From an optimization exercise on the open Yosys and OpenROAD flow, aimed at small area; shortcuts taken in it are not production practice.
In this exercise RTL edits were held to simulation tests only and were not proved equivalent to the original.
Power is estimated from default activity; no workload was simulated. No driver is modelled on the clock port, so clocking that relies on it looks cheaper here than on a real chip.

$ cat flow/downsize.tcl
# PRE_FLOORPLAN hook: give every combinational cell of the synthesized
# netlist the smallest-area drive strength of its own type (same function and
# pins). Registers, clock cells and anything else are left as they are.
# repair_design and repair_timing later size up whatever needs it.
set db [ord::get_db]
set block [ord::get_db_block]
set skip {^(df|edf|sdf|sedf|dl|sdl|clk|tap|fill|decap|conb|lpflow|probe|diode|ebuf|einv)}
set swapped 0
foreach inst [$block getInsts] {
  set m [$inst getMaster]
  set name [$m getName]
  if {![regexp {^sky130_fd_sc_hd__([a-z0-9]+)_([0-9]+)$} $name -> base size]} { continue }
  if {[regexp $skip $base]} { continue }
  set best $m
  set best_area [expr {[$m getWidth] * [$m getHeight]}]
  foreach s {0 1 2 4} {
    set c [$db findMaster sky130_fd_sc_hd__${base}_$s]
    if {$c == "NULL" || $c == ""} { continue }
    set a [expr {[$c getWidth] * [$c getHeight]}]
    if {$a < $best_area} { set best $c; set best_area $a }
  }
  if {$best != $m} {
    $inst swapMaster $best
    incr swapped
  }
}
puts "downsize.tcl: swapped $swapped instances to smaller drive strengths"
$ cat flow/run.sh
#!/bin/bash
# The standard layout (standard.sh) with two changes:
#  - flow/downsize.tcl runs before floorplanning (PRE_FLOORPLAN_TCL): each
#    combinational cell of the synthesized netlist gets the smallest drive
#    strength of its type; repair_design/repair_timing size up what needs it.
#  - the buffer on every input and output port is sky130_fd_sc_hd__buf_1
#    instead of the cell buffer_ports picks itself.
# Synthesis is standard.sh's, unchanged. make's full output goes to
# standard_finish.log here; ORFS's per-step logs are under orfs/logs.
set -euo pipefail
cd "$(dirname "${BASH_SOURCE[0]}")/.."
bash standard.sh \
  "PRE_FLOORPLAN_TCL=$PWD/flow/downsize.tcl" \
  "BUFFER_PORTS_ARGS=-buffer_cell sky130_fd_sc_hd__buf_1" \
  finish > standard_finish.log 2>&1
$ cat standard.sh
#!/bin/bash
# synth_recipe.tcl (not shown) runs the flow's synth.tcl, then flattens the netlist and writes it again
# the make line also repeats each setting of config.mk as NAME=value (left out here)
make -C /OpenROAD-flow-scripts/flow DESIGN_CONFIG=/design/flow/config.mk WORK_HOME=/design/flow/orfs CLKGATE_MAP_FILE= SYNTH_SCRIPT=/design/flow/synth_recipe.tcl "${@:-finish}"
$ cat constraint.sdc
create_clock -name core_clock -period 10.0 [get_ports {clk}]
set_input_delay 2.0000 -clock core_clock [delete_from_list [all_inputs] [get_ports {clk}]]
set_output_delay 2.0000 -clock core_clock [all_outputs]
set_load 0.01 [all_outputs]
$ cat config.mk
export PLATFORM = sky130hd
export DESIGN_NAME = sd_encr_device
export DESIGN_NICKNAME = sd_encr_device
export VERILOG_FILES = /design/flow/design.v
export SDC_FILE = /design/flow/constraint.sdc
export NUM_CORES = 4
export LEC_CHECK = 0
export CAP_MARGIN = 20
export CORE_MARGIN = 2
export CORE_UTILIZATION = 45
export CTS_BUF_LIST = sky130_fd_sc_hd__clkbuf_16
export CTS_CLUSTER_DIAMETER = 100
export CTS_CLUSTER_SIZE = 30
export PLACE_DENSITY_LB_ADDON = 0.2
export SLEW_MARGIN = 20
export SYNTH_HIERARCHICAL = 1
export SYNTH_MINIMUM_KEEP_SIZE = 0
$ cat design.v
module spi_transactor (
    input  wire       clk,
    input  wire       rst,
    input  wire       load,
    input  wire [7:0] load_data,
    output reg  [7:0] sr,           
    output reg        done,
    output wire       active,       
    output reg        spi_clk,
    output wire       spi_mosi,
    input  wire       spi_miso
);
    reg       start;
    reg       busy;
    reg [2:0] div;
    reg [3:0] bit_cnt;
    reg       sbit;
    assign active   = start | busy | done;
    assign spi_mosi = ~busy | sr[7];
    wire div0 = (div == 3'd0);
    wire rise = spi_clk & div0;
    wire fall = busy & ~spi_clk & div0 & (bit_cnt != 4'd0);
    wire last = fall & (bit_cnt == 4'd8);
    always @(posedge clk or posedge rst) begin
        if (rst) begin
            start   <= 1'b0;
            busy    <= 1'b0;
            done    <= 1'b0;
            spi_clk <= 1'b0;
        end else begin
            start <= load;
            done  <= last;
            if (!busy)
                spi_clk <= 1'b0;
            else if (div == 3'd4)
                spi_clk <= ~spi_clk;
            if (start)
                busy <= 1'b1;
            else if (last)
                busy <= 1'b0;
        end
    end
    always @(posedge clk) begin
        if (!busy || div == 3'd4)
            div <= 3'd0;
        else
            div <= div + 1'd1;
        if (start)
            bit_cnt <= 4'd0;
        else if (rise)
            bit_cnt <= bit_cnt + 1'd1;
        if (rise)
            sbit <= spi_miso;
        if (load)
            sr <= load_data;
        else if (fall)
            sr <= {sr[6:0], sbit};
    end
endmodule
module SD_Controller (
    input  wire         clk,
    input  wire         rst,
    input  wire         start,
    input  wire [511:0] key,
    output wire         done,
    output wire         spi_clk,
    output wire         spi_cs_n,
    output wire         spi_mosi,
    input  wire         spi_miso
);
localparam P_SETUP = 2'd0, P_SEND = 2'd1, P_WAIT = 2'd2, P_MISC = 2'd3;
localparam C_CMD0 = 4'd0, C_CMD8 = 4'd1, C_CMD59 = 4'd2, C_CMD55 = 4'd3,
           C_ACMD41 = 4'd4, C_CMD58 = 4'd5, C_CMD16 = 4'd6, C_READ = 4'd7,
           C_WRITE = 4'd8;
localparam M_IDLE = 4'd0, M_POWERUP = 4'd1, M_RTOKEN = 4'd2, M_RDATA = 4'd3,
           M_WWAIT = 4'd4, M_WTOKEN = 4'd5, M_WDATA = 4'd6, M_WRESP = 4'd7,
           M_WBUSY = 4'd8, M_ERROR = 4'd9;
reg  [3:0]  idx;
reg  [1:0]  ph;
reg         cs_n;
reg  [5:0]  cnt;        
reg  [10:0] tcnt;       
reg  [10:0] retry;
reg  [3:0]  rr;         
reg  [17:0] addr;       
wire       active;
wire       tx_done;
wire [7:0] rx_cur;     
reg        load;
reg  [7:0] load_data;
assign spi_cs_n = cs_n;
assign done     = (ph == P_SETUP) && (idx == C_WRITE);
spi_transactor u_spi (
    .clk       (clk),
    .rst       (rst),
    .load      (load),
    .load_data (load_data),
    .sr        (rx_cur),
    .done      (tx_done),
    .active    (active),
    .spi_clk   (spi_clk),
    .spi_mosi  (spi_mosi),
    .spi_miso  (spi_miso)
);
wire       in_misc = (ph == P_MISC);
wire       shift   = in_misc && (((idx == M_RTOKEN || (idx == M_RDATA && cnt != 6'd63)) && tx_done) ||
                                 (idx == M_WDATA && !active));
wire       xen     = in_misc && (idx == M_WWAIT) && (cnt == 6'd5);
wire [7:0] blk_byte;
xorEncr u_buf (
    .clk      (clk),
    .shift    (shift),
    .xen      (xen),
    .in_byte  (rx_cur),
    .key      (key),
    .out_byte (blk_byte)
);
reg [7:0] cmd_byte;
wire rw_cmd = (idx == C_READ) || (idx == C_WRITE);
always @(*) begin
    cmd_byte = 8'h00;
    case (cnt[2:0])
        3'd0: case (idx)
                C_CMD0:   cmd_byte = 8'h40;
                C_CMD8:   cmd_byte = 8'h48;
                C_CMD59:  cmd_byte = 8'h7B;
                C_CMD55:  cmd_byte = 8'h77;
                C_ACMD41: cmd_byte = 8'h69;
                C_CMD58:  cmd_byte = 8'h7A;
                C_CMD16:  cmd_byte = 8'h50;
                C_READ:   cmd_byte = 8'h51;
                default:  cmd_byte = 8'h58;
              endcase
        3'd1: cmd_byte = rw_cmd ? addr[17:10] : 8'h00;
        3'd2: cmd_byte = rw_cmd ? addr[9:2] : 8'h00;
        3'd3: cmd_byte = rw_cmd ? {addr[1:0], 6'd0} : (idx == C_CMD8) ? 8'h01 : 8'h00;
        3'd4: cmd_byte = (idx == C_CMD8) ? 8'hAA : (idx == C_CMD16) ? 8'h40 : 8'h00;
        default: case (idx)
                C_CMD0:   cmd_byte = 8'h95;
                C_CMD8:   cmd_byte = 8'h87;
                C_CMD59:  cmd_byte = 8'h01;
                C_CMD55:  cmd_byte = 8'h65;
                C_ACMD41: cmd_byte = 8'h01;
                C_CMD58:  cmd_byte = 8'hFF;
                C_CMD16:  cmd_byte = 8'hFF;
                default:  cmd_byte = 8'h01;
              endcase
    endcase
end
reg rx_ff, rx_00, rx_01, rx_fe, rx_x5;
always @(posedge clk) begin
    if (tx_done) begin
        rx_ff <= (rx_cur == 8'hFF);
        rx_00 <= (rx_cur == 8'h00);
        rx_01 <= (rx_cur == 8'h01);
        rx_fe <= (rx_cur == 8'hFE);
        rx_x5 <= (rx_cur[4:0] == 5'h05);
    end
end
wire exp01  = (idx == C_CMD0) || (idx == C_CMD8) || (idx == C_CMD55);
wire rx_ok  = exp01 ? rx_01 : rx_00;
wire multi  = (idx == C_CMD8) || (idx == C_CMD58);
always @(*) begin
    load      = 1'b0;
    load_data = 8'hFF;
    if (!active) begin
        case (ph)
            P_SEND: begin load = 1'b1; load_data = cmd_byte; end
            P_WAIT: load = 1'b1;
            P_SETUP: ;
            default: case (idx)
                M_POWERUP: load = (tcnt < 11'd80);
                M_RTOKEN, M_RDATA, M_WRESP, M_WBUSY: load = 1'b1;
                M_WTOKEN: begin load = 1'b1; load_data = 8'hFE; end
                M_WDATA:  begin load = 1'b1; load_data = blk_byte; end
                default: ;
            endcase
        endcase
    end
end
always @(posedge clk or posedge rst) begin
    if (rst) begin
        ph    <= P_MISC;
        idx   <= M_IDLE;
        cs_n  <= 1'b1;
        retry <= 11'd0;
        addr  <= 18'd0;
    end else begin
        case (ph)
            P_SETUP: begin
                cs_n <= 1'b0;
                ph   <= P_SEND;
                if (idx == C_ACMD41) begin
                    retry <= retry + 1'd1;
                    if (retry > 11'd2000) begin ph <= P_MISC; idx <= M_ERROR; end
                end
            end
            P_SEND: begin
                if (tx_done && cnt == 6'd6) ph <= P_WAIT;
            end
            P_WAIT: begin
                if (tx_done) begin
                    if (!rx_ff && rx_ok && !(multi && cnt != 6'd4)) begin
                        if (idx == C_READ) begin
                            ph <= P_MISC; idx <= M_RTOKEN;
                        end else if (idx == C_WRITE) begin
                            ph <= P_MISC; idx <= M_WTOKEN;
                        end else begin
                            ph <= P_SETUP; idx <= idx + 1'd1;
                        end
                    end
                    if (rr >= 4'd10) begin
                        retry <= retry + 1'd1;
                        if (retry > 11'd2000) begin ph <= P_MISC; idx <= M_ERROR; end
                        else begin ph <= P_SETUP; idx <= C_CMD0; end
                    end
                end
            end
            default: case (idx)
                M_IDLE: begin
                    cs_n <= 1'b1;
                    idx  <= M_POWERUP;
                end
                M_POWERUP: begin
                    if (tcnt >= 11'd80) begin ph <= P_SETUP; idx <= C_CMD0; end
                end
                M_RTOKEN: begin
                    if (tx_done) begin
                        if (rx_fe) idx <= M_RDATA;
                        else if (tcnt > 11'd1024) idx <= M_ERROR;
                    end
                end
                M_RDATA: begin
                    if (tx_done && cnt == 6'd63) idx <= M_WWAIT;
                end
                M_WWAIT: begin
                    if (cnt == 6'd9) begin ph <= P_SETUP; idx <= C_WRITE; end
                end
                M_WTOKEN: begin
                    if (tx_done) idx <= M_WDATA;
                end
                M_WDATA: begin
                    if (tx_done && cnt == 6'd63) idx <= M_WRESP;
                end
                M_WRESP: begin
                    if (tx_done && rx_x5) idx <= M_WBUSY;
                end
                M_WBUSY: begin
                    if (tx_done && rx_ff) begin
                        addr <= addr + 1'd1;
                        cs_n <= 1'b1;
                        ph   <= P_SETUP;
                        idx  <= C_READ;
                    end
                end
                M_ERROR: begin
                    cs_n <= 1'b1;
                end
                default: ;
            endcase
        endcase
    end
end
always @(posedge clk) begin
    case (ph)
        P_SETUP: begin
            cnt <= 6'd0;
            if (idx == C_CMD0 || idx == C_CMD8) begin
                rr   <= 4'd0;
                tcnt <= 11'd0;
            end
        end
        P_SEND: begin
            if (!active) cnt <= cnt + 1'd1;
            else if (tx_done && cnt == 6'd6) cnt <= 6'd0;
        end
        P_WAIT: begin
            if (!active) tcnt <= tcnt + 1'd1;
            else if (tx_done) begin
                if (!rx_ff) begin
                    tcnt <= 11'd0;
                    if (rx_ok) begin
                        if (multi && cnt != 6'd4) cnt <= cnt + 1'd1;
                    end else
                        rr <= rr + 1'd1;
                end else if (tcnt > 11'd1000)
                    rr <= rr + 1'd1;
            end
        end
        default: case (idx)
            M_IDLE: tcnt <= 11'd0;
            M_POWERUP: if (tx_done) tcnt <= tcnt + 1'd1;
            M_RTOKEN: begin
                if (tx_done) begin
                    if (rx_fe) begin cnt <= 6'd0; tcnt <= 11'd0; end
                    else tcnt <= tcnt + 1'd1;
                end
            end
            M_RDATA: if (tx_done && cnt != 6'd63) cnt <= cnt + 1'd1;
            M_WWAIT: begin
                if (cnt == 6'd63) cnt <= 6'd0;
                else if (cnt != 6'd0 || start) cnt <= cnt + 1'd1;
            end
            M_WDATA: if (tx_done && cnt != 6'd63) cnt <= cnt + 1'd1;
            default: ;
        endcase
    endcase
end
endmodule
module rf_a2bb2oi (
    input  wire a1_n, a2_n, b1, b2,
    output wire y
);
    assign y = ~((~a1_n & ~a2_n) | (b1 & b2));
endmodule
module rf_a222oi (
    input  wire a1, a2, b1, b2, c1, c2,
    output wire y
);
    assign y = ~((a1 & a2) | (b1 & b2) | (c1 & c2));
endmodule
module regfile_1024bit (
    input  wire         clk,        
    input  wire         rw,         
    input  wire         sel,        
    input  wire [511:0] data_in,    
    output reg  [511:0] data_out    
);
    reg  [511:0] lo_n;
    reg  [511:0] hi_n;
    wire [511:0] lo_n_next, hi_n_next, out_next;
    wire [511:0] out_n = ~data_out;
    wire we_lo = rw & ~sel;         
    wire we_hi = rw & sel;          
    wire rd_lo = ~rw & ~sel;        
    wire rd_hi = ~rw & sel;         
    genvar i;
    generate
        for (i = 0; i < 512; i = i + 1) begin : g_bit
            rf_a2bb2oi u_lo (.a1_n(we_lo), .a2_n(lo_n[i]), .b1(we_lo), .b2(data_in[i]), .y(lo_n_next[i]));
            rf_a2bb2oi u_hi (.a1_n(we_hi), .a2_n(hi_n[i]), .b1(we_hi), .b2(data_in[i]), .y(hi_n_next[i]));
            rf_a222oi  u_out (.a1(rw), .a2(out_n[i]), .b1(rd_hi), .b2(hi_n[i]), .c1(rd_lo), .c2(lo_n[i]),
                              .y(out_next[i]));
        end
    endgenerate
    always @(posedge clk) begin
        lo_n     <= lo_n_next;
        hi_n     <= hi_n_next;
        data_out <= out_next;
    end
endmodule
module xe_nand2 (input wire a, b, output wire y);
    assign y = ~(a & b);
endmodule
module xe_nor2 (input wire a, b, output wire y);
    assign y = ~(a | b);
endmodule
module xe_xnor2 (input wire a, b, output wire y);
    assign y = ~(a ^ b);
endmodule
module xe_a21oi (input wire a1, a2, b1, output wire y);
    assign y = ~((a1 & a2) | b1);
endmodule
module xorEncr (
    input  wire         clk,
    input  wire         shift,      
    input  wire         xen,        
    input  wire [7:0]   in_byte,
    input  wire [511:0] key,
    output wire [7:0]   out_byte
);
    reg  [511:0] s;
    wire [511:0] s_next;
    wire [511:0] below = {s[503:0], in_byte};
    genvar i;
    generate
        for (i = 0; i < 512; i = i + 1) begin : g_bit
            wire g_n, x, h;
            xe_nand2 u_g (.a(xen), .b(key[i]), .y(g_n));         
            xe_xnor2 u_x (.a(s[i]), .b(g_n), .y(x));             
            xe_nor2  u_h (.a(shift), .b(x), .y(h));
            xe_a21oi u_y (.a1(shift), .a2(below[i]), .b1(h), .y(s_next[i]));   
        end
    endgenerate
    always @(posedge clk)
        s <= s_next;
    assign out_byte = s[511:504];
endmodule
module sd_encr_device (
    input wire clk,                     
    input wire rst,                     
    input wire start,                   
    input wire rw_flag,                 
    output wire done,                   
    output wire sd_clk,
    output wire sd_cs_n,
    output wire sd_mosi,
    input  wire sd_miso,
    input wire key_rw,                  
    input wire key_sel,                 
    input wire [511:0] key_data_in,     
    output wire [511:0] key_data_out    
);
    regfile_1024bit u_regfile (
        .clk      (clk),
        .rw       (key_rw),
        .sel      (key_sel),
        .data_in  (key_data_in),
        .data_out (key_data_out)
    );
    SD_Controller u_sd_controller (
        .clk      (clk),
        .rst      (rst),
        .start    (start),
        .key      (key_data_out),
        .done     (done),
        .spi_clk  (sd_clk),
        .spi_cs_n (sd_cs_n),
        .spi_mosi (sd_mosi),
        .spi_miso (sd_miso)
    );
endmodule
==> metrics.sh, run 1 <==
OUTCOME='finished clean'
END_KIND='flop'
DR_TOTAL_VIAS=55919
H-TREE-DEPTH=3
CTS.CLK_SLEW.WORST_PATHS_NS=0.11
WORST_SETUP_PATH_START_KIND='flop'
TIMING.CRITICAL_PATH.TO='u_sd_controller.u_buf.s[158]'
DESIGN.CORE.AREA_UM2=162000
PLACE.DETAILED.INSTANCES=9959
DIE_WIDTH_UM=407
CRITPATHMAXSTAGEDELAY_NS=0.73
YOSYS_WARNINGS=10
CRIT_PATH_MAX_FANOUT=164
R2R_SETUP_SLACK_NS=5.32
CTSHOLDBUFFERS=0
REPORTED_LEAKAGE_POWER_nW=32.4
SEQUENTIAL_CELL_AREA_UM2=43200
START_UTIL_PCT=45.1
CRITICAL_PATH_DEPTH=11
ACHIEVABLE-FREQUENCY_MHz=214
FP.DIEAREA_UM2=166000
DRC=0
PATH_TYPE_OF_THE_WORST_MIN_DELAY_PATH='reg -> reg'
PLACEDINSTANCEAREA_UM2=80400
GLOBALROUTETOTALUTIL_PCT=24.6
POSTCTSRESIZEDCELLS=0
GLOBAL_ROUTE_WIRE_LENGTH_BEFORE_REPAIR_UM=324000
CLOCK_LATENCY_NS=0.74
CRIT-REG2REG-LAUNCH='u_sd_controller.idx[1]'
GRT_MAX_DEGREE=231
ANTENNA_VIOLATIONS_BEFORE_REPAIR=79
TRITONCTS_CLOCK_TREE='built'
PATH_BUF_INV=3
DRT_WL_TOTAL_UM=216000
CTS_BUFFER_DEPTH=3
FF2FF_PATH_DEPTH=11
POSTLAYOUTCELLAREA_UM2=82800
CRITPATHREQUIREDTIME_NS=10.66
CTS.REPAIR_TIMING.SETUP_BUFFER_COUNT=0
FINALWEIGHTEDCONGESTION=0.852
WORST_EP_ARRIVAL_TIME_NS=5.34
SETUP_SLACK_NS=5.32
NUMBER_OF_GLOBAL_ROUTE_VIAS_BEFORE_REPAIR=52531
HPWL_UM=143000
PERIOD_SHARE_PCT=46.8
DRT-WIRELENGTH-PER-CELL_UM=21.3
REPORT.FINAL.SLEW_VIOL_COUNT=0
DIE-HEIGHT_UM=407
MAXCAPVIOLCOUNT=0
CRIT-REG2REG-CAPTURE='u_sd_controller.u_buf.s[158]'
TIMING.FINAL.SETUP_VIOLATIONS=0
WORSTMARGINPINSLEW_NS=1.28
NET_COUNT_SYNTH=7269
STARTPOINT='u_sd_controller.idx[1]'
AVGVIACOUNTPERCELL=5.53
CTS.ROOT.BUFFER_CELL='sky130_fd_sc_hd__clkbuf_16'
TIMING.MAX_SLEW.REL_SLACK_PCT=14.6
PATH_CLASS='reg -> reg'
TIMING.FINAL.CRIT_PERIOD_NS=4.68
CTS_BUFFERS=83
AREA_OF_THE_MULTI_INPUT_GATES_UM2=27900
RSZ0062_AT_GRT='false'
FILLERS=15059
PRECTSSETUPSLACK_NS=4.99
FINALCLOCKSKEW_NS=0.0498
FINAL-INSTANCE-COUNT-EXCL-FILL=10105
CRITICAL_PATH.SLOWEST_CELL='sky130_fd_sc_hd__and4_4'
IOS=1035
ROW_COUNT=148
CP_CELL_SEQUENCE='inv_1, ha_1, nand2_1, nor2_1, and4_4, buf_12, buf_12, nand2_1, xnor2_1, nor2_1, a21oi_1'
VDD.IR_DROP.WORST_mV=0.160
DRT_PRE_ANTENNA_ITERS=7
SYN_INST=6724
HOLD_VIOLATIONS=0
P_PER_AREA_nW_PER_UM2=196
NUMCLOCKSINKS=2130
ANT_NETS=0
DETAILEDROUTE.FIRSTITERATIONVIOLATIONS=6119
TIMING.HOLD.WS_NS=0.432
GLOBAL_ROUTE.OVERFLOW_TOTAL=0
IO_BUFFERS=1033
NUMNETS_FINAL=8415
POST_ROUTE_CELLS_DRIVE_ABOVE_1_SHARE_PCT=2.31
CPLARGESTDELAYFAMILY='simple AND/OR/NAND/NOR gates'
[registers in the layout, summed over array words and instances (netlist names), 8 cells and up]
| signal | flops |
|---|---|
| u_regfile.data_out | 512 |
| u_regfile.hi_n | 512 |
| u_regfile.lo_n | 512 |
| u_sd_controller.addr | 18 |
| u_sd_controller.retry | 11 |
| u_sd_controller.tcnt | 11 |
| u_sd_controller.u_buf.s | 512 |
| u_sd_controller.u_spi.sr | 8 |
[per-stage QoR]
stage	setup TNS [ns]	utilization, %	total power, mW
2_1_floorplan	-3690.76	-	11.5
3_5_place_dp	0	49.6	12.2
3_3_place_gp	0	49.6	12.1
6_report	0	51.1	16.2
4_1_cts	0	51.0	16.3
5_1_grt	0	51.0	16.9
[power by group]
part,internal [mW],switching (mW)
logic,0.926,1.04
registers,9.41,0.636
clock network,1.56,2.65
total,11.9,4.33
[worst register-to-register path, cell delays in order (launching register included)]
cell and delay, ns:
sky130_fd_sc_hd__dfrtp_1 0.47, sky130_fd_sc_hd__inv_1 0.11, sky130_fd_sc_hd__ha_1 0.48, sky130_fd_sc_hd__nand2_1 0.20, sky130_fd_sc_hd__nor2_1 0.50, sky130_fd_sc_hd__and4_4 0.73, sky130_fd_sc_hd__buf_12 0.63, sky130_fd_sc_hd__buf_12 0.65
sky130_fd_sc_hd__nand2_1 0.42, sky130_fd_sc_hd__xnor2_1 0.19, sky130_fd_sc_hd__nor2_1 0.07, sky130_fd_sc_hd__a21oi_1 0.19
[cells in the final DEF (no fill, tap or decap), types with 5 or more instances in the layout]
master / n
sky130_fd_sc_hd__nand3_1: 22
sky130_fd_sc_hd__mux2i_1: 5
sky130_fd_sc_hd__nand4_1: 10
sky130_fd_sc_hd__a222oi_1: 512
sky130_fd_sc_hd__inv_1: 550
sky130_fd_sc_hd__o21ai_0: 19
sky130_fd_sc_hd__a22oi_1: 8
sky130_fd_sc_hd__diode_2: 45
sky130_fd_sc_hd__a31oi_1: 8
sky130_fd_sc_hd__nor2_1: 575
sky130_fd_sc_hd__clkbuf_16: 84
sky130_fd_sc_hd__dfxtp_1: 2055
sky130_fd_sc_hd__nand2b_1: 5
sky130_fd_sc_hd__o31ai_1: 8
sky130_fd_sc_hd__buf_1: 1032
sky130_fd_sc_hd__buf_4: 30
sky130_fd_sc_hd__xor2_1: 17
sky130_fd_sc_hd__nor3_1: 14
sky130_fd_sc_hd__or3_1: 7
sky130_fd_sc_hd__a21oi_1: 546
sky130_fd_sc_hd__dfrtp_1: 37
sky130_fd_sc_hd__ha_1: 26
sky130_fd_sc_hd__xnor2_1: 540
sky130_fd_sc_hd__nor2b_1: 7
sky130_fd_sc_hd__a2bb2oi_1: 1024
sky130_fd_sc_hd__a211oi_1: 6
sky130_fd_sc_hd__and3_1: 13
sky130_fd_sc_hd__o22ai_1: 10
sky130_fd_sc_hd__nand2_1: 555
sky130_fd_sc_hd__mux2_2: 14
sky130_fd_sc_hd__buf_12: 23
sky130_fd_sc_hd__edfxtp_1: 35
sky130_fd_sc_hd__and2_1: 6
[how the worst min path moves through the flow]
stage | from | endpoint | slack [ns] | cells past startpoint
3_3_place_gp | u_regfile.hi_n[495] | u_regfile.data_out[495] | 0.42 | 1
2_1_floorplan | u_regfile.hi_n[0] | u_regfile.data_out[0] | 0.42 | 1
3_5_place_dp | u_regfile.hi_n[87] | u_regfile.data_out[87] | 0.43 | 1
6_report | u_regfile.hi_n[511] | u_regfile.data_out[511] | 0.43 | 1
5_1_grt | u_sd_controller.u_buf.s[468] | u_sd_controller.u_buf.s[476] | 0.45 | 1
4_1_cts | u_regfile.hi_n[485] | u_regfile.data_out[485] | 0.43 | 1
[routing by layer]
metal / part of all wire (%) / up-vias / routed length (um) / global-route usage [%]
li1: - / 27215 / - / -
met1: 43 / 26642 / 91900 / 32.1
met2: 46 / 1634 / 99600 / 39.5
met3: 6.7 / 368 / 14400 / 5.39
met4: 4.3 / 60 / 9300 / 10.3
met5: 0.19 / - / 419 / 0
[area by class of cell]
| class | count | share of cell area, % |
|---|---|---|
| antenna | 45 | 0.136 |
| clock buffer | 84 | 2.54 |
| clock inverter | 16 | 0.225 |
| inverter | 547 | 2.48 |
| multi-input combinational | 4021 | 33.7 |
| sequential | 2130 | 52.2 |
| tap | 2175 | 3.29 |
| timing repair buffer | 1087 | 5.52 |
==> inputs of run 2 (changes only) <==
--- a/design.v
+++ b/design.v
@@ -83,4 +83,12 @@
 reg  [10:0] retry;
 reg  [3:0]  rr;         
+wire [10:0] tcnt_inc  = {tcnt[9:0], ~(tcnt[10] ^ tcnt[8])};
+wire [10:0] retry_inc = {retry[9:0], ~(retry[10] ^ retry[8])};
+wire [3:0]  rr_inc    = {rr[2:0], ~(rr[3] ^ rr[2])};
+wire t80    = (tcnt  == 11'd1688);    
+wire t1001  = (tcnt  == 11'd433);     
+wire t1025  = (tcnt  == 11'd1407);    
+wire r2001  = (retry == 11'd1870);    
+wire rr10   = (rr    == 4'd2);        
 reg  [17:0] addr;       
 wire       active;
@@ -116,36 +124,32 @@
     .out_byte (blk_byte)
 );
-reg [7:0] cmd_byte;
 wire rw_cmd = (idx == C_READ) || (idx == C_WRITE);
-always @(*) begin
-    cmd_byte = 8'h00;
-    case (cnt[2:0])
-        3'd0: case (idx)
-                C_CMD0:   cmd_byte = 8'h40;
-                C_CMD8:   cmd_byte = 8'h48;
-                C_CMD59:  cmd_byte = 8'h7B;
-                C_CMD55:  cmd_byte = 8'h77;
-                C_ACMD41: cmd_byte = 8'h69;
-                C_CMD58:  cmd_byte = 8'h7A;
-                C_CMD16:  cmd_byte = 8'h50;
-                C_READ:   cmd_byte = 8'h51;
-                default:  cmd_byte = 8'h58;
-              endcase
-        3'd1: cmd_byte = rw_cmd ? addr[17:10] : 8'h00;
-        3'd2: cmd_byte = rw_cmd ? addr[9:2] : 8'h00;
-        3'd3: cmd_byte = rw_cmd ? {addr[1:0], 6'd0} : (idx == C_CMD8) ? 8'h01 : 8'h00;
-        3'd4: cmd_byte = (idx == C_CMD8) ? 8'hAA : (idx == C_CMD16) ? 8'h40 : 8'h00;
-        default: case (idx)
-                C_CMD0:   cmd_byte = 8'h95;
-                C_CMD8:   cmd_byte = 8'h87;
-                C_CMD59:  cmd_byte = 8'h01;
-                C_CMD55:  cmd_byte = 8'h65;
-                C_ACMD41: cmd_byte = 8'h01;
-                C_CMD58:  cmd_byte = 8'hFF;
-                C_CMD16:  cmd_byte = 8'hFF;
-                default:  cmd_byte = 8'h01;
-              endcase
-    endcase
-end
+wire i0 = (idx == C_CMD0),   i1 = (idx == C_CMD8),  i2 = (idx == C_CMD59), i3 = (idx == C_CMD55);
+wire i4 = (idx == C_ACMD41), i5 = (idx == C_CMD58), i6 = (idx == C_CMD16), i7 = (idx == C_READ);
+wire i8 = (idx == C_WRITE);
+wire c0 = (cnt[2:0] == 3'd0), c1 = (cnt[2:0] == 3'd1), c2 = (cnt[2:0] == 3'd2);
+wire c3 = (cnt[2:0] == 3'd3), c4 = (cnt[2:0] == 3'd4), c5 = (cnt[2:0] == 3'd5);
+wire [7:0] b0 = {1'b0, 1'b1,
+                 i2 | i3 | i4 | i5,                
+                 i2 | i3 | i5 | i6 | i7 | i8,      
+                 i1 | i2 | i4 | i5 | i8,           
+                 i3,                               
+                 i2 | i3 | i5,                     
+                 i2 | i3 | i4 | i7};               
+wire [7:0] b5 = {i0 | i1 | i5 | i6,                
+                 i3 | i5 | i6,                     
+                 i3 | i5 | i6,                     
+                 i0 | i5 | i6,                     
+                 i5 | i6,
+                 i0 | i1 | i3 | i5 | i6,           
+                 i1 | i5 | i6,                     
+                 1'b1};
+wire [7:0] cmd_byte = ({8{c0}} & b0) | ({8{c5}} & b5) |
+                      ({8{c1 & rw_cmd}} & addr[17:10]) |
+                      ({8{c2 & rw_cmd}} & addr[9:2]) |
+                      ({8{c3 & rw_cmd}} & {addr[1:0], 6'd0}) |
+                      ({8{c3 & i1}} & 8'h01) |
+                      ({8{c4 & i1}} & 8'hAA) |
+                      ({8{c4 & i6}} & 8'h40);
 reg rx_ff, rx_00, rx_01, rx_fe, rx_x5;
 always @(posedge clk) begin
@@ -170,5 +174,5 @@
             P_SETUP: ;
             default: case (idx)
-                M_POWERUP: load = (tcnt < 11'd80);
+                M_POWERUP: load = !t80;
                 M_RTOKEN, M_RDATA, M_WRESP, M_WBUSY: load = 1'b1;
                 M_WTOKEN: begin load = 1'b1; load_data = 8'hFE; end
@@ -192,6 +196,6 @@
                 ph   <= P_SEND;
                 if (idx == C_ACMD41) begin
-                    retry <= retry + 1'd1;
-                    if (retry > 11'd2000) begin ph <= P_MISC; idx <= M_ERROR; end
+                    retry <= retry_inc;
+                    if (r2001) begin ph <= P_MISC; idx <= M_ERROR; end
                 end
             end
@@ -210,7 +214,7 @@
                         end
                     end
-                    if (rr >= 4'd10) begin
-                        retry <= retry + 1'd1;
-                        if (retry > 11'd2000) begin ph <= P_MISC; idx <= M_ERROR; end
+                    if (rr10) begin
+                        retry <= retry_inc;
+                        if (r2001) begin ph <= P_MISC; idx <= M_ERROR; end
                         else begin ph <= P_SETUP; idx <= C_CMD0; end
                     end
@@ -223,10 +227,10 @@
                 end
                 M_POWERUP: begin
-                    if (tcnt >= 11'd80) begin ph <= P_SETUP; idx <= C_CMD0; end
+                    if (t80) begin ph <= P_SETUP; idx <= C_CMD0; end
                 end
                 M_RTOKEN: begin
                     if (tx_done) begin
                         if (rx_fe) idx <= M_RDATA;
-                        else if (tcnt > 11'd1024) idx <= M_ERROR;
+                        else if (t1025) idx <= M_ERROR;
                     end
                 end
@@ -276,5 +280,7 @@
         end
         P_WAIT: begin
-            if (!active) tcnt <= tcnt + 1'd1;
+            if (!active) begin
+                if (!t1001) tcnt <= tcnt_inc;
+            end
             else if (tx_done) begin
                 if (!rx_ff) begin
@@ -283,16 +289,16 @@
                         if (multi && cnt != 6'd4) cnt <= cnt + 1'd1;
                     end else
-                        rr <= rr + 1'd1;
-                end else if (tcnt > 11'd1000)
-                    rr <= rr + 1'd1;
+                        rr <= rr_inc;
+                end else if (t1001)
+                    rr <= rr_inc;
             end
         end
         default: case (idx)
             M_IDLE: tcnt <= 11'd0;
-            M_POWERUP: if (tx_done) tcnt <= tcnt + 1'd1;
+            M_POWERUP: if (tx_done) tcnt <= tcnt_inc;
             M_RTOKEN: begin
                 if (tx_done) begin
                     if (rx_fe) begin cnt <= 6'd0; tcnt <= 11'd0; end
-                    else tcnt <= tcnt + 1'd1;
+                    else tcnt <= tcnt_inc;
                 end
             end
==> metrics.sh, run 2 <==
FINAL_CELL_MIX='sky130_fd_sc_hd__dfxtp_1 (2055), sky130_fd_sc_hd__buf_1 (1032), sky130_fd_sc_hd__a2bb2oi_1 (1024)'  # unchanged
FP.DIEAREA_UM2=165000  # was 166000 um^2
IO_BUFFERS=1033  # unchanged
DIE_WIDTH_UM=406  # was 407 um
PWR-SHARE-SEQ_PCT=61.7  # was 61.9%
SWITCHING_SHARE_OF_POWER_PCT=26.6  # was 26.7%
WORST_EP_ARRIVAL_TIME_NS=5.65  # was 5.34 ns
CLOCKPOWERSHARE_PCT=26.2  # was 26.0%
FINAL-INSTANCE-COUNT-EXCL-FILL=10012  # was 10.1k
REPORT.FINAL.SLEW_VIOL_COUNT=0  # unchanged
FINALCLOCKSKEW_NS=0.0422  # was 0.0498 ns
PATH_CLASS='in -> reg'  # was reg -> reg
DRT_WL_TOTAL_UM=214000  # was 216000 um
PLACE.DETAILED.INSTANCES=9878  # was 9959
PERIOD_SHARE_PCT=50.5  # was 46.8%
PATH_BUF_INV=4  # was 3
POSTCTSRESIZEDCELLS=0  # unchanged
TIMING.FINAL.CRIT_PERIOD_NS=5.05  # was 4.68 ns
ANTENNA_VIOLATIONS_BEFORE_REPAIR=77  # was 79
CTS_BUFFER_DEPTH=3  # unchanged
NETSWITCHINGPOWER_mW=4.33  # about the same
AVGVIACOUNTPERCELL=5.55  # was 5.53
VDD.IR_DROP.WORST_mV=0.163  # was 0.160 mV
TIMING.FINAL.SETUP_VIOLATIONS=0  # unchanged
CRITPATHREQUIREDTIME_NS=10.60  # was 10.66 ns
CPMOSTUSEDCELL='sky130_fd_sc_hd__buf_4'
CP_CELL_SEQUENCE='clkbuf_4, buf_4, nor2b_4, buf_4, buf_4, a2bb2oi_1'  # was inv_1, ha_1, nand2_1, nor2_1, and4_4, buf_12, buf_12, nand2_1, xnor2_1, nor2_1, a21oi_1
NET_COUNT_SYNTH=7197  # was 7269
RSZ0062_AT_GRT='false'  # unchanged
PATH_TYPE_OF_THE_WORST_MIN_DELAY_PATH='reg -> reg'  # unchanged
OUTCOME='finished clean'  # unchanged
POSTLAYOUTCELLAREA_UM2=82500  # was 82800 um^2
P_PER_AREA_nW_PER_UM2=197  # was 196 nW/um^2
DETAILEDROUTE.FIRSTITERATIONVIOLATIONS=5606  # was 6119
ANT_NETS=0  # unchanged
WORST_SETUP_PATH_START_KIND='input pin'  # was flop
POWER.COMBINATIONAL.FRACTION_PCT=12.0  # was 12.1%
DRC=0  # unchanged
ACHIEVABLE-FREQUENCY_MHz=198  # was 214 MHz
DRT_PRE_ANTENNA_ITERS=8  # was 7
LAYOUT.CELLS.MOST_COMMON='sky130_fd_sc_hd__dfxtp_1'  # unchanged
ROW_COUNT=147  # was 148
CRITPATHMAXSTAGEDELAY_NS=0.78  # was 0.73 ns
HOLD_VIOLATIONS=0  # unchanged
YOSYS_WARNINGS=10  # unchanged
NUMNETS_FINAL=8342  # was 8415
POST-ROUTE-UTIL_PCT=51.3  # was 51.1%
TRITONCTS_CLOCK_TREE='built'  # unchanged
NUMBER_OF_GLOBAL_ROUTE_VIAS_BEFORE_REPAIR=51753  # was 52.5k
CTSHOLDBUFFERS=0  # unchanged
POST_ROUTE_CELLS_DRIVE_ABOVE_1_SHARE_PCT=2.47  # was 2.31%
TIMING.MAX_SLEW.REL_SLACK_PCT=22.8  # was 14.6%
DR_TOTAL_VIAS=55532  # was 55.9k
HPWL_UM=141000  # was 143000 um
IOS=1035  # unchanged
PLACEDINSTANCEAREA_UM2=80000  # was 80400 um^2
H-TREE-DEPTH=3  # unchanged
MAXCAPVIOLCOUNT=0  # unchanged
SYN_INST=6659  # was 6724
END_KIND='flop'  # unchanged
GLOBALROUTETOTALUTIL_PCT=24.5  # was 24.6%
DESIGN.CORE.AREA_UM2=161000  # was 162000 um^2
CTS.REPAIR_TIMING.SETUP_BUFFER_COUNT=0  # unchanged
GRT_MAX_DEGREE=225  # was 231
CLOCK_LATENCY_NS=0.76  # was 0.74 ns
WORSTMARGINPINSLEW_NS=1.16  # was 1.28 ns
CTS_BUFFERS=83  # unchanged
DESIGN_POWER_TOTAL_mW=16.3  # was 16.2 mW
TIMING.HOLD.WS_NS=0.420  # was 0.432 ns
FINALWEIGHTEDCONGESTION=0.869  # was 0.852
REPORTED_LEAKAGE_POWER_nW=32.3  # was 32.4 nW
NUMCLOCKSINKS=2130  # unchanged
GLOBAL_ROUTE.OVERFLOW_TOTAL=0  # unchanged
CRITICAL_PATH.SLOWEST_CELL='sky130_fd_sc_hd__buf_4'  # was sky130_fd_sc_hd__and4_4
DRT-WIRELENGTH-PER-CELL_UM=21.4  # was 21.3 um
CELLINTERNALPOWER_mW=11.9  # about the same
START_UTIL_PCT=45.3  # was 45.1%
GLOBAL_ROUTE_WIRE_LENGTH_BEFORE_REPAIR_UM=318000  # was 324000 um
CRIT_PATH_MAX_FANOUT=81  # was 164
DIE-HEIGHT_UM=406  # was 407 um
CTS.CLK_SLEW.WORST_PATHS_NS=0.11  # about the same
CPLARGESTDELAYFAMILY='buffers and inverters'  # was simple AND/OR/NAND/NOR gates
CTS.ROOT.BUFFER_CELL='sky130_fd_sc_hd__clkbuf_16'  # unchanged
run 2: cell types whose count changed in the layout (fill, tap and decap cells not counted), moves of 8 or more:
cell                      before  now
sky130_fd_sc_hd__nor2_1      575  560
sky130_fd_sc_hd__and2_1        6   15
sky130_fd_sc_hd__xor2_1       17    9
sky130_fd_sc_hd__mux2_2       14   24
sky130_fd_sc_hd__diode_2      45   31
sky130_fd_sc_hd__a21oi_1     546  529
sky130_fd_sc_hd__inv_1       550  541
sky130_fd_sc_hd__xnor2_1     540  529
sky130_fd_sc_hd__ha_1         26   17
sky130_fd_sc_hd__nand3_1      22   13
run 2: layout make-up:
type                            instances  area, um^2
Fill cell                           14919       78300
Sequential cell                      2130       43200
Timing Repair Buffer                 1084        4500
Tap cell                             2160        2700
Antenna cell                           31        77.6
Clock inverter                         19         307
Multi-Input combinational cell       3965       27600
Inverter                              540        2030
Clock buffer                           83        2080
run 2: routing by layer:
layer | part of all wire [%] | track usage, % | vias to the layer above
li1 | - | - | 26977
met1 | 42 | 31.5 | 26443
met2 | 47 | 39.2 | 1686
met3 | 7.8 | 6.54 | 350
met4 | 3.8 | 9.56 | 76
met5 | 0.23 | 0 | -
run 2: path summary, 6_finish.rpt:
check,depth (start not counted),from,slack (ns),endpoint
worst max-delay path,6,key_rw,4.95,u_regfile.lo_n[100]
worst min-delay path,1,u_regfile.hi_n[440],0.42,u_regfile.data_out[440]
worst max register to register,6,u_sd_controller.u_spi.done,5.75,u_sd_controller.u_buf.s[369]
worst min register to register,1,u_regfile.hi_n[440],0.42,u_regfile.data_out[440]
max in group asynchronous,3,rst,8.26,u_sd_controller.ph[1]
min in group asynchronous,2,rst,1.13,u_sd_controller.u_spi.start
run 2: per-stage QoR:
stage                TNS, ns  setup slack [ns]
finish                     0              4.95
global route               0              4.70
CTS                        0              4.95
detailed placement         0              4.14
global placement           0              4.16
floorplan           -4341.25             -3.63
run 2: power groups by stage:
stage | registers (mW) | clock network [mW] | logic (mW)
after floorplan | 10.2 | 0 | 1.32
after global placement | 10.2 | 0 | 1.91
after detailed placement | 10.2 | 0 | 1.96
after CTS | 10.0 | 4.38 | 1.96
after global routing | 10.1 | 4.65 | 2.12
final | 10.0 | 4.26 | 1.96
==> inputs of run 3 (changes only) <==
==> flow/run.sh (replaced) <==
#!/bin/bash
# The standard layout (standard.sh) with three changes:
#  - flow/downsize.tcl runs before floorplanning (PRE_FLOORPLAN_TCL): each
#    combinational cell of the synthesized netlist gets the smallest drive
#    strength of its type; repair_design/repair_timing size up what needs it.
#  - the buffer on every input and output port is sky130_fd_sc_hd__buf_1
#    instead of the cell buffer_ports picks itself.
#  - clock tree synthesis gets the same arguments ORFS builds from the
#    CTS_* settings in config.mk, plus -dont_use_dummy_load (no balancing
#    load cells on the clock tree).
# Synthesis is standard.sh's, unchanged. make's full output goes to
# standard_finish.log here; ORFS's per-step logs are under orfs/logs.
set -euo pipefail
cd "$(dirname "${BASH_SOURCE[0]}")/.."
bash standard.sh \
  "PRE_FLOORPLAN_TCL=$PWD/flow/downsize.tcl" \
  "BUFFER_PORTS_ARGS=-buffer_cell sky130_fd_sc_hd__buf_1" \
  "CTS_ARGS=-sink_clustering_enable -repair_clock_nets -sink_clustering_size 30 -sink_clustering_max_diameter 100 -buf_list sky130_fd_sc_hd__clkbuf_16 -dont_use_dummy_load" \
  finish > standard_finish.log 2>&1
--- a/config.mk
+++ b/config.mk
@@ -6,5 +6,5 @@
 export NUM_CORES = 4
 export LEC_CHECK = 0
-export CAP_MARGIN = 20
+export CAP_MARGIN = 0
 export CORE_MARGIN = 2
 export CORE_UTILIZATION = 45
@@ -13,5 +13,5 @@
 export CTS_CLUSTER_SIZE = 30
 export PLACE_DENSITY_LB_ADDON = 0.2
-export SLEW_MARGIN = 20
+export SLEW_MARGIN = 0
 export SYNTH_HIERARCHICAL = 1
 export SYNTH_MINIMUM_KEEP_SIZE = 0
==> metrics.sh, run 3 <==
GLOBALROUTETOTALUTIL_PCT=24.5  # about the same
PERIOD_SHARE_PCT=50.9  # was 50.5%
DRC=0  # unchanged
DESIGN.CORE.AREA_UM2=161000  # unchanged
PATH_CLASS='in -> reg'  # unchanged
POSTCTSRESIZEDCELLS=0  # unchanged
REPORTED_LEAKAGE_POWER_nW=32.1  # was 32.3 nW
IOS=1035  # unchanged
FINALSETUPTNS_NS=0  # unchanged
END_KIND='flop'  # unchanged
PLACE.DETAILED.INSTANCES=9878  # unchanged
ROW_COUNT=147  # unchanged
AVGVIACOUNTPERCELL=5.55  # about the same
DESIGN_POWER_TOTAL_mW=16.0  # was 16.3 mW
POST_ROUTE_CELLS_DRIVE_ABOVE_1_SHARE_PCT=2.28  # was 2.47%
START_UTIL_PCT=45.3  # unchanged
TIMING.FINAL.CRIT_PERIOD_NS=5.09  # was 5.05 ns
POST-ROUTE-UTIL_PCT=51.1  # was 51.3%
HPWL_UM=141000  # unchanged
REPORT.FINAL.SLEW_VIOL_COUNT=0  # unchanged
ANTENNA_VIOLATIONS_BEFORE_REPAIR=77  # unchanged
GRT_MAX_DEGREE=225  # unchanged
WORSTMARGINPINSLEW_NS=1.19  # was 1.16 ns
CPLARGESTDELAYFAMILY='buffers and inverters'  # unchanged
CLOCK_LATENCY_NS=0.75  # was 0.76 ns
CP_CELL_SEQUENCE='clkbuf_4, buf_4, nor2b_4, buf_4, buf_4, a2bb2oi_1'  # unchanged
WORST_SETUP_PATH_START_KIND='input pin'  # unchanged
CTS.REPAIR_TIMING.SETUP_BUFFER_COUNT=0  # unchanged
TIMING.MAX_SLEW.REL_SLACK_PCT=20.9  # was 22.8%
HOLD_VIOLATIONS=0  # unchanged
OUTCOME='finished clean'  # unchanged
H-TREE-DEPTH=3  # unchanged
PATH_BUF_INV=4  # unchanged
DR_TOTAL_VIAS=55473  # about the same
P_PER_AREA_nW_PER_UM2=195  # was 197 nW/um^2
CTSHOLDBUFFERS=0  # unchanged
CRITICAL_PATH.SLOWEST_CELL='sky130_fd_sc_hd__buf_4'  # unchanged
POSTLAYOUTCELLAREA_UM2=82200  # was 82500 um^2
YOSYS_WARNINGS=10  # unchanged
FINALWEIGHTEDCONGESTION=0.869  # unchanged
TIMING.FINAL.SETUP_VIOLATIONS=0  # unchanged
SYN_INST=6659  # unchanged
ANT_NETS=0  # unchanged
FP.DIEAREA_UM2=165000  # unchanged
TRITONCTS_CLOCK_TREE='built'  # unchanged
DETAILEDROUTE.FIRSTITERATIONVIOLATIONS=5566  # was 5606
ACHIEVABLE-FREQUENCY_MHz=196  # was 198 MHz
CTS_BUFFERS=83  # unchanged
CRITPATHREQUIREDTIME_NS=10.55  # was 10.60 ns
PRECTSSETUPSLACK_NS=4.14  # unchanged
FINAL_CELL_MIX='sky130_fd_sc_hd__dfxtp_1 (2055), sky130_fd_sc_hd__buf_1 (1032), sky130_fd_sc_hd__a2bb2oi_1 (1024)'  # unchanged
DRT_PRE_ANTENNA_ITERS=8  # unchanged
CRITPATHMAXSTAGEDELAY_NS=0.78  # about the same
CTS_BUFFER_DEPTH=3  # unchanged
NUMBER_OF_GLOBAL_ROUTE_VIAS_BEFORE_REPAIR=51646  # was 51.8k
DIE_WIDTH_UM=406  # unchanged
RSZ0062_AT_GRT='false'  # unchanged
CPMOSTUSEDCELL='sky130_fd_sc_hd__buf_4'  # unchanged
PATH_TYPE_OF_THE_WORST_MIN_DELAY_PATH='reg -> reg'  # unchanged
NUMNETS_FINAL=8341  # was 8342
GLOBAL_ROUTE_WIRE_LENGTH_BEFORE_REPAIR_UM=317000  # was 318000 um
MAXCAPVIOLCOUNT=0  # unchanged
FINALCLOCKSKEW_NS=0.0896  # was 0.0422 ns
GLOBAL_ROUTE.OVERFLOW_TOTAL=0  # unchanged
NUMCLOCKSINKS=2130  # unchanged
PLACEDINSTANCEAREA_UM2=80000  # unchanged
FINAL-INSTANCE-COUNT-EXCL-FILL=9992  # was 10.0k
NET_COUNT_SYNTH=7197  # unchanged
CRIT_PATH_MAX_FANOUT=81  # unchanged
SETUP_SLACK_NS=4.91  # was 4.95 ns
CTS.ROOT.BUFFER_CELL='sky130_fd_sc_hd__clkbuf_16'  # unchanged
DRT_WL_TOTAL_UM=214000  # about the same
WORST_EP_ARRIVAL_TIME_NS=5.65  # about the same
VDD.IR_DROP.WORST_mV=0.154  # was 0.163 mV
CTS.CLK_SLEW.WORST_PATHS_NS=0.11  # about the same
TIMING.HOLD.WS_NS=0.383  # was 0.420 ns
DIE-HEIGHT_UM=406  # unchanged
DRT-WIRELENGTH-PER-CELL_UM=21.4  # about the same
IO_BUFFERS=1033  # unchanged
LAYOUT.CELLS.MOST_COMMON='sky130_fd_sc_hd__dfxtp_1'  # unchanged
-- run 3: path summary, 6_finish.rpt --
path	slack, ns	cells past startpoint	from	to
hold reg to reg	0.38	1	u_regfile.hi_n[440]	u_regfile.data_out[440]
min in group asynchronous	1.16	2	rst	u_sd_controller.u_spi.start
hold / removal	0.38	1	u_regfile.hi_n[440]	u_regfile.data_out[440]
setup / recovery	4.91	6	key_rw	u_regfile.lo_n[96]
max in group asynchronous	8.20	3	rst	u_sd_controller.ph[0]
setup reg to reg	5.70	7	u_sd_controller.u_spi.done	u_sd_controller.u_buf.s[407]
-- run 3: layer usage --
metal  part of all wire [%]  wire (um)  global-route usage, %  vias up
met2                     47      99700                   39.2     1557
met3                    7.3      15700                   6.58      336
met5                   0.24        511                      0        -
li1                       -          -                      -    26956
met4                    3.7       7990                   9.27       80
met1                     42      90100                   31.5    26544
-- run 3: power breakdown --
group          internal [mW]  leakage, nW  switching [mW]
clock network           1.50         1.02            2.53
logic                  0.925         13.2            1.03
registers               9.41         17.9           0.637
-- run 3: area by class of cell --
| type | instances | area (um^2) |
|---|---|---|
| Sequential cell | 2130 | 43200 |
| Inverter | 540 | 2030 |
| Clock buffer | 83 | 2080 |
| Antenna cell | 31 | 77.6 |
| Multi-Input combinational cell | 3965 | 27600 |
| Fill cell | 14961 | 78600 |
| Timing Repair Buffer | 1083 | 4470 |
| Tap cell | 2160 | 2700 |
==> inputs of run 4 (changes only) <==
--- a/config.mk
+++ b/config.mk
@@ -6,5 +6,5 @@
 export NUM_CORES = 4
 export LEC_CHECK = 0
-export CAP_MARGIN = 0
+export CAP_MARGIN = 20
 export CORE_MARGIN = 2
 export CORE_UTILIZATION = 45
@@ -12,6 +12,7 @@
 export CTS_CLUSTER_DIAMETER = 100
 export CTS_CLUSTER_SIZE = 30
+export GPL_TIMING_DRIVEN = 0
 export PLACE_DENSITY_LB_ADDON = 0.2
-export SLEW_MARGIN = 0
+export SLEW_MARGIN = 20
 export SYNTH_HIERARCHICAL = 1
 export SYNTH_MINIMUM_KEEP_SIZE = 0
==> metrics.sh, run 4 <==
END_KIND='flop'  # unchanged
PERIOD_SHARE_PCT=55.6  # was 50.9%
TIMING.FINAL.SETUP_VIOLATIONS=0  # unchanged
PATH_TYPE_OF_THE_WORST_MIN_DELAY_PATH='reg -> reg'  # unchanged
CTS.REPAIR_TIMING.SETUP_BUFFER_COUNT=0  # unchanged
CRITPATHREQUIREDTIME_NS=10.65  # was 10.55 ns
DR_TOTAL_VIAS=55837  # was 55.5k
PATH_CLASS='in -> reg'  # unchanged
NUMBER_OF_GLOBAL_ROUTE_VIAS_BEFORE_REPAIR=53011  # was 51.6k
CTS_BUFFERS=84  # was 83
MAXCAPVIOLCOUNT=0  # unchanged
FP.DIEAREA_UM2=165000  # unchanged
ACHIEVABLE-FREQUENCY_MHz=180  # was 196 MHz
CTS.CLK_SLEW.WORST_PATHS_NS=0.11  # about the same
GLOBALROUTETOTALUTIL_PCT=25.1  # was 24.5%
HPWL_UM=159000  # was 141000 um
FINAL_CELL_MIX='sky130_fd_sc_hd__dfxtp_1 (2055), sky130_fd_sc_hd__buf_1 (1035), sky130_fd_sc_hd__a2bb2oi_1 (1024)'  # was sky130_fd_sc_hd__dfxtp_1 (2055), sky130_fd_sc_hd__buf_1 (1032), sky130_fd_sc_hd__a2bb2oi_1 (1024)
CTSHOLDBUFFERS=0  # unchanged
ANT_NETS=0  # unchanged
DRT-WIRELENGTH-PER-CELL_UM=21.4  # about the same
DRT_PRE_ANTENNA_ITERS=8  # unchanged
H-TREE-DEPTH=3  # unchanged
DRT_WL_TOTAL_UM=217000  # was 214000 um
RSZ0062_AT_GRT='false'  # unchanged
TIMING.FINAL.CRIT_PERIOD_NS=5.56  # was 5.09 ns
NET_COUNT_SYNTH=7197  # unchanged
DIE-HEIGHT_UM=406  # unchanged
ROW_COUNT=147  # unchanged
FINALCLOCKSKEW_NS=0.107  # was 0.0896 ns
WORST_EP_ARRIVAL_TIME_NS=6.20  # was 5.65 ns
DESIGN.CORE.AREA_UM2=161000  # unchanged
CTS_BUFFER_DEPTH=3  # unchanged
ANTENNA_VIOLATIONS_BEFORE_REPAIR=96  # was 77
REPORT.FINAL.SLEW_VIOL_COUNT=0  # unchanged
FINALSETUPTNS_NS=0  # unchanged
TIMING.HOLD.WS_NS=0.380  # was 0.383 ns
NUMCLOCKSINKS=2130  # unchanged
CTS.ROOT.BUFFER_CELL='sky130_fd_sc_hd__clkbuf_16'  # unchanged
POST_ROUTE_CELLS_DRIVE_ABOVE_1_SHARE_PCT=3.68  # was 2.28%
NUMNETS_FINAL=8475  # was 8341
WORST_SETUP_PATH_START_KIND='input pin'  # unchanged
TIMING.MAX_SLEW.REL_SLACK_PCT=38.8  # was 20.9%
CRIT_PATH_MAX_FANOUT=34  # was 81
P_PER_AREA_nW_PER_UM2=190  # was 195 nW/um^2
WORSTMARGINPINSLEW_NS=0.916  # was 1.19 ns
START_UTIL_PCT=45.3  # unchanged
GLOBAL_ROUTE.OVERFLOW_TOTAL=0  # unchanged
FINALWEIGHTEDCONGESTION=0.862  # was 0.869
DRC=0  # unchanged
OUTCOME='finished clean'  # unchanged
VDD.IR_DROP.WORST_mV=0.185  # was 0.154 mV
AVGVIACOUNTPERCELL=5.50  # was 5.55
CLOCK_LATENCY_NS=0.72  # was 0.75 ns
DIE_WIDTH_UM=406  # unchanged
HOLD_VIOLATIONS=0  # unchanged
TRITONCTS_CLOCK_TREE='built'  # unchanged
IO_BUFFERS=1033  # unchanged
DETAILEDROUTE.FIRSTITERATIONVIOLATIONS=5577  # was 5566
SYN_INST=6659  # unchanged
POSTCTSRESIZEDCELLS=0  # unchanged
REPORTED_LEAKAGE_POWER_nW=33.4  # was 32.1 nW
YOSYS_WARNINGS=10  # unchanged
GLOBAL_ROUTE_WIRE_LENGTH_BEFORE_REPAIR_UM=324000  # was 317000 um
POST-ROUTE-UTIL_PCT=53.0  # was 51.1%
LAYOUT.CELLS.MOST_COMMON='sky130_fd_sc_hd__dfxtp_1'  # unchanged
GRT_MAX_DEGREE=82  # was 225
IOS=1035  # unchanged
[run 4: per-layer routing]
metal,GRT usage [%],vias to the layer above,wire [um]
met1,31.0,26500,88900
met3,7.24,403,16900
met2,40.6,1558,101000
met5,0,-,567
li1,-,27290,-
met4,11.2,86,9900
[run 4: final timing paths]
path                                   startpoint                            to  slack [ns]  cells after the start
hold / removal                u_regfile.lo_n[384]       u_regfile.data_out[384]        0.38                      1
hold reg to reg               u_regfile.lo_n[384]       u_regfile.data_out[384]        0.38                      1
max in group asynchronous                     rst         u_sd_controller.ph[1]        8.09                      3
min in group asynchronous                     rst   u_sd_controller.u_spi.start        1.16                      2
setup / recovery                           key_rw            u_regfile.lo_n[18]        4.44                     16
setup reg to reg           u_sd_controller.idx[0]  u_sd_controller.u_buf.s[331]        5.90                     14
[run 4: stage by stage]
step           setup WS [ns]  total power [mW]  std cells  area (um^2)
6_report                4.44              16.2      10143        85200
5_1_grt                 4.28              16.8      10132        85200
4_1_cts                 4.55              16.3      10094        85100
3_3_place_gp         -136.42              12.7       9852        79500
2_1_floorplan          -3.63              11.5       6659        72900
3_5_place_dp            3.73              12.2      10010        83000
[run 4: where the power goes]
group	switching, mW	internal, mW	leakage, nW
sequential	0.592	9.41	17.9
combinational	1.08	1.00	14.4
clock	2.55	1.52	1.04
total	4.23	11.9	33.4
[run 4: final cells by class]
cell class | instances | area [um^2]
sequential | 2130 | 43200
clock buffer | 84 | 2100
timing repair buffer | 1192 | 7360
antenna | 48 | 120
inverter | 540 | 2030
buffer | 24 | 103
multi-input combinational | 3965 | 27600
tap | 2160 | 2700
fill | 14675 | 75500
[run 4: worst max-delay path, cell delays in order]
cell and delay [ns]:
sky130_fd_sc_hd__buf_2 0.42, sky130_fd_sc_hd__buf_12 0.27, sky130_fd_sc_hd__buf_12 0.22, sky130_fd_sc_hd__buf_12 0.24, sky130_fd_sc_hd__buf_12 0.24, sky130_fd_sc_hd__nor2b_4 0.59
sky130_fd_sc_hd__buf_12 0.28, sky130_fd_sc_hd__buf_12 0.21, sky130_fd_sc_hd__buf_12 0.21, sky130_fd_sc_hd__buf_16 0.17, sky130_fd_sc_hd__buf_16 0.18, sky130_fd_sc_hd__buf_16 0.18
sky130_fd_sc_hd__buf_12 0.20, sky130_fd_sc_hd__buf_12 0.21, sky130_fd_sc_hd__buf_12 0.21, sky130_fd_sc_hd__a2bb2oi_1 0.18
==> inputs of run 5 (changes only) <==
--- a/config.mk
+++ b/config.mk
@@ -12,5 +12,4 @@
 export CTS_CLUSTER_DIAMETER = 100
 export CTS_CLUSTER_SIZE = 30
-export GPL_TIMING_DRIVEN = 0
 export PLACE_DENSITY_LB_ADDON = 0.2
 export SLEW_MARGIN = 20
==> metrics.sh, run 5 <==
GLOBAL_ROUTE_WIRE_LENGTH_BEFORE_REPAIR_UM=317000  # was 324000 um
SYN_INST=6659  # unchanged
DIE_WIDTH_UM=406  # unchanged
CTS.CLK_SLEW.WORST_PATHS_NS=0.11  # about the same
CP_CELL_SEQUENCE='clkbuf_4, buf_4, nor2b_4, buf_4, buf_4, a2bb2oi_1'  # was buf_2, buf_12, buf_12, buf_12, buf_12, nor2b_4, buf_12, buf_12, buf_12, buf_16, buf_16, buf_16, buf_12, buf_12, buf_12, a2bb2oi_1
FINALWEIGHTEDCONGESTION=0.869  # was 0.862
NUMNETS_FINAL=8341  # was 8475
FINAL_CELL_MIX='sky130_fd_sc_hd__dfxtp_1 (2055), sky130_fd_sc_hd__buf_1 (1032), sky130_fd_sc_hd__a2bb2oi_1 (1024)'  # was sky130_fd_sc_hd__dfxtp_1 (2055), sky130_fd_sc_hd__buf_1 (1035), sky130_fd_sc_hd__a2bb2oi_1 (1024)
YOSYS_WARNINGS=10  # unchanged
IO_BUFFERS=1033  # unchanged
ANT_NETS=0  # unchanged
CRIT_PATH_MAX_FANOUT=81  # was 34
CRITICAL_PATH.SLOWEST_CELL='sky130_fd_sc_hd__buf_4'  # was sky130_fd_sc_hd__nor2b_4
WORST_SETUP_PATH_START_KIND='input pin'  # unchanged
ANTENNA_VIOLATIONS_BEFORE_REPAIR=77  # was 96
GLOBALROUTETOTALUTIL_PCT=24.5  # was 25.1%
ROW_COUNT=147  # unchanged
AREA_OF_THE_MULTI_INPUT_GATES_UM2=27600  # unchanged
WORSTMARGINPINSLEW_NS=1.19  # was 0.916 ns
DRT-WIRELENGTH-PER-CELL_UM=21.4  # about the same
TIMING.FINAL.SETUP_VIOLATIONS=0  # unchanged
CLOCK_LATENCY_NS=0.75  # was 0.72 ns
LAYOUT.CELLS.MOST_COMMON='sky130_fd_sc_hd__dfxtp_1'  # unchanged
END_KIND='flop'  # unchanged
POSTCTSRESIZEDCELLS=0  # unchanged
DRT_WL_TOTAL_UM=214000  # was 217000 um
WORST_EP_ARRIVAL_TIME_NS=5.65  # was 6.20 ns
CRITPATHMAXSTAGEDELAY_NS=0.78  # was 0.59 ns
CTS_BUFFER_DEPTH=3  # unchanged
HPWL_UM=141000  # was 159000 um
GRT_MAX_DEGREE=225  # was 82
POST_ROUTE_CELLS_DRIVE_ABOVE_1_SHARE_PCT=2.28  # was 3.68%
PLACEDINSTANCEAREA_UM2=80000  # was 83000 um^2
REPORT.FINAL.SLEW_VIOL_COUNT=0  # unchanged
TIMING.FINAL.CRIT_PERIOD_NS=5.09  # was 5.56 ns
OUTCOME='finished clean'  # unchanged
TIMING.MAX_SLEW.REL_SLACK_PCT=20.9  # was 38.8%
REPORTED_LEAKAGE_POWER_nW=32.1  # was 33.4 nW
SEQUENTIAL_CELL_AREA_UM2=43200  # unchanged
CPMOSTUSEDCELL='sky130_fd_sc_hd__buf_4'  # was sky130_fd_sc_hd__buf_12
RSZ0062_AT_GRT='false'  # unchanged
START_UTIL_PCT=45.3  # unchanged
PERIOD_SHARE_PCT=50.9  # was 55.6%
GLOBAL_ROUTE.OVERFLOW_TOTAL=0  # unchanged
POSTLAYOUTCELLAREA_UM2=82200  # was 85200 um^2
PATH_CLASS='in -> reg'  # unchanged
NET_COUNT_SYNTH=7197  # unchanged
PATH_TYPE_OF_THE_WORST_MIN_DELAY_PATH='reg -> reg'  # unchanged
ACHIEVABLE-FREQUENCY_MHz=196  # was 180 MHz
NUMBER_OF_GLOBAL_ROUTE_VIAS_BEFORE_REPAIR=51646  # was 53.0k
DR_TOTAL_VIAS=55473  # was 55.8k
CTS.REPAIR_TIMING.SETUP_BUFFER_COUNT=0  # unchanged
FINAL-INSTANCE-COUNT-EXCL-FILL=9992  # was 10.1k
DESIGN.CORE.AREA_UM2=161000  # unchanged
FP.DIEAREA_UM2=165000  # unchanged
CTSHOLDBUFFERS=0  # unchanged
FINALCLOCKSKEW_NS=0.0896  # was 0.107 ns
CTS_BUFFERS=83  # was 84
DETAILEDROUTE.FIRSTITERATIONVIOLATIONS=5566  # was 5577
FINALSETUPTNS_NS=0  # unchanged
TRITONCTS_CLOCK_TREE='built'  # unchanged
DIE-HEIGHT_UM=406  # unchanged
CRITPATHREQUIREDTIME_NS=10.55  # was 10.65 ns
FILLERS=14961  # was 14.7k
DESIGN_POWER_TOTAL_mW=16.0  # was 16.2 mW
MAXCAPVIOLCOUNT=0  # unchanged
VDD.IR_DROP.WORST_mV=0.154  # was 0.185 mV
DRC=0  # unchanged
NUMCLOCKSINKS=2130  # unchanged
CTS.ROOT.BUFFER_CELL='sky130_fd_sc_hd__clkbuf_16'  # unchanged
AVGVIACOUNTPERCELL=5.55  # was 5.50
DRT_PRE_ANTENNA_ITERS=8  # unchanged
H-TREE-DEPTH=3  # unchanged
PLACE.DETAILED.INSTANCES=9878  # was 10.0k
IOS=1035  # unchanged
HOLD_VIOLATIONS=0  # unchanged
P_PER_AREA_nW_PER_UM2=195  # was 190 nW/um^2
[run 5: cell count changes in the layout (fill, tap and decap cells not counted), sizes merged]
cell	before	now
clkbuf	104	84
diode	48	31
buf	1196	1082
[run 5: worst max-delay path: cells and delay by family]
family                 cells  cell delay [ns]
AOI/OAI and AO/OA          1             0.14
and+or+nand+nor            1             0.77
buffers and inverters      4             2.63
[run 5: path summary, 6_finish.rpt]
kind | from | end | slack, ns | cells after the start
worst max-delay path | key_rw | u_regfile.lo_n[96] | 4.91 | 6
worst min-delay path | u_regfile.hi_n[440] | u_regfile.data_out[440] | 0.38 | 1
worst max register to register | u_sd_controller.u_spi.done | u_sd_controller.u_buf.s[407] | 5.70 | 7
worst min register to register | u_regfile.hi_n[440] | u_regfile.data_out[440] | 0.38 | 1
max in group asynchronous | rst | u_sd_controller.ph[0] | 8.20 | 3
min in group asynchronous | rst | u_sd_controller.u_spi.start | 1.16 | 2
[run 5: through the flow]
stage | worst slack [ns] | hold slack, ns | util, %
after floorplan | -3.63 | 0.418 | -
after global placement | 4.16 | 0.424 | 49.8
after detailed placement | 4.14 | 0.427 | 49.8
after CTS | 4.93 | 0.381 | 51.1
after global routing | 4.66 | 0.397 | 51.1
final | 4.91 | 0.383 | 51.1
[run 5: metal layers]
metal	part of all wire [%]	GRT usage, %	vias up
met5	0.24	0	-
met4	3.7	9.27	80
met3	7.3	6.58	336
met1	42	31.5	26544
met2	47	39.2	1557
li1	-	-	26956
[run 5: layout make-up]
| class | instances | area share, % |
|---|---|---|
| tap | 2160 | 3.29 |
| timing repair buffer | 1083 | 5.44 |
| inverter | 540 | 2.47 |
| clock buffer | 83 | 2.53 |
| multi-input combinational | 3965 | 33.6 |
| sequential | 2130 | 52.6 |
| antenna | 31 | 0.0944 |
[run 5: power breakdown]
group          leakage (nW)  internal, mW  switching [mW]
Combinational          13.2         0.925            1.03
Sequential             17.9          9.41           0.637
Clock                  1.02          1.50            2.53

[afterwards: timing with drivers on the ports]
Ports are ideal in the flow. The routed layouts listed here were re-timed in OpenROAD.
Step 1, drivers: a clkbuf_16 drives clk and a buf_2 each remaining input, both assumed.
Step 2 times the ports against the registers' clock, not the clock port: input delays grow and output delays shrink by t, the midpoint of the rising clock arrivals with the driver on.
Slacks: ideal / step 1 / step 2; pairs: ideal / step 1.
run | shift t [ns] | setup WS [ns] | pins driven straight from the clock port
run 1 | 0.800 | 5.317 / 5.300 / 4.881 | 1
run 2 | 0.818 | 4.953 / 5.017 / 4.199 | 1
run 3 | 0.775 | 4.907 / 4.969 / 4.194 | 1
run 4 | 0.761 | 4.445 / 4.508 / 3.747 | 1
run 5 | 0.775 | 4.907 / 4.969 / 4.194 | 1
After both steps every run listed still meets setup and hold. The setup slack of run 2, which loses most, moves by +0.064 ns with the drivers and by -0.754 ns with both steps.
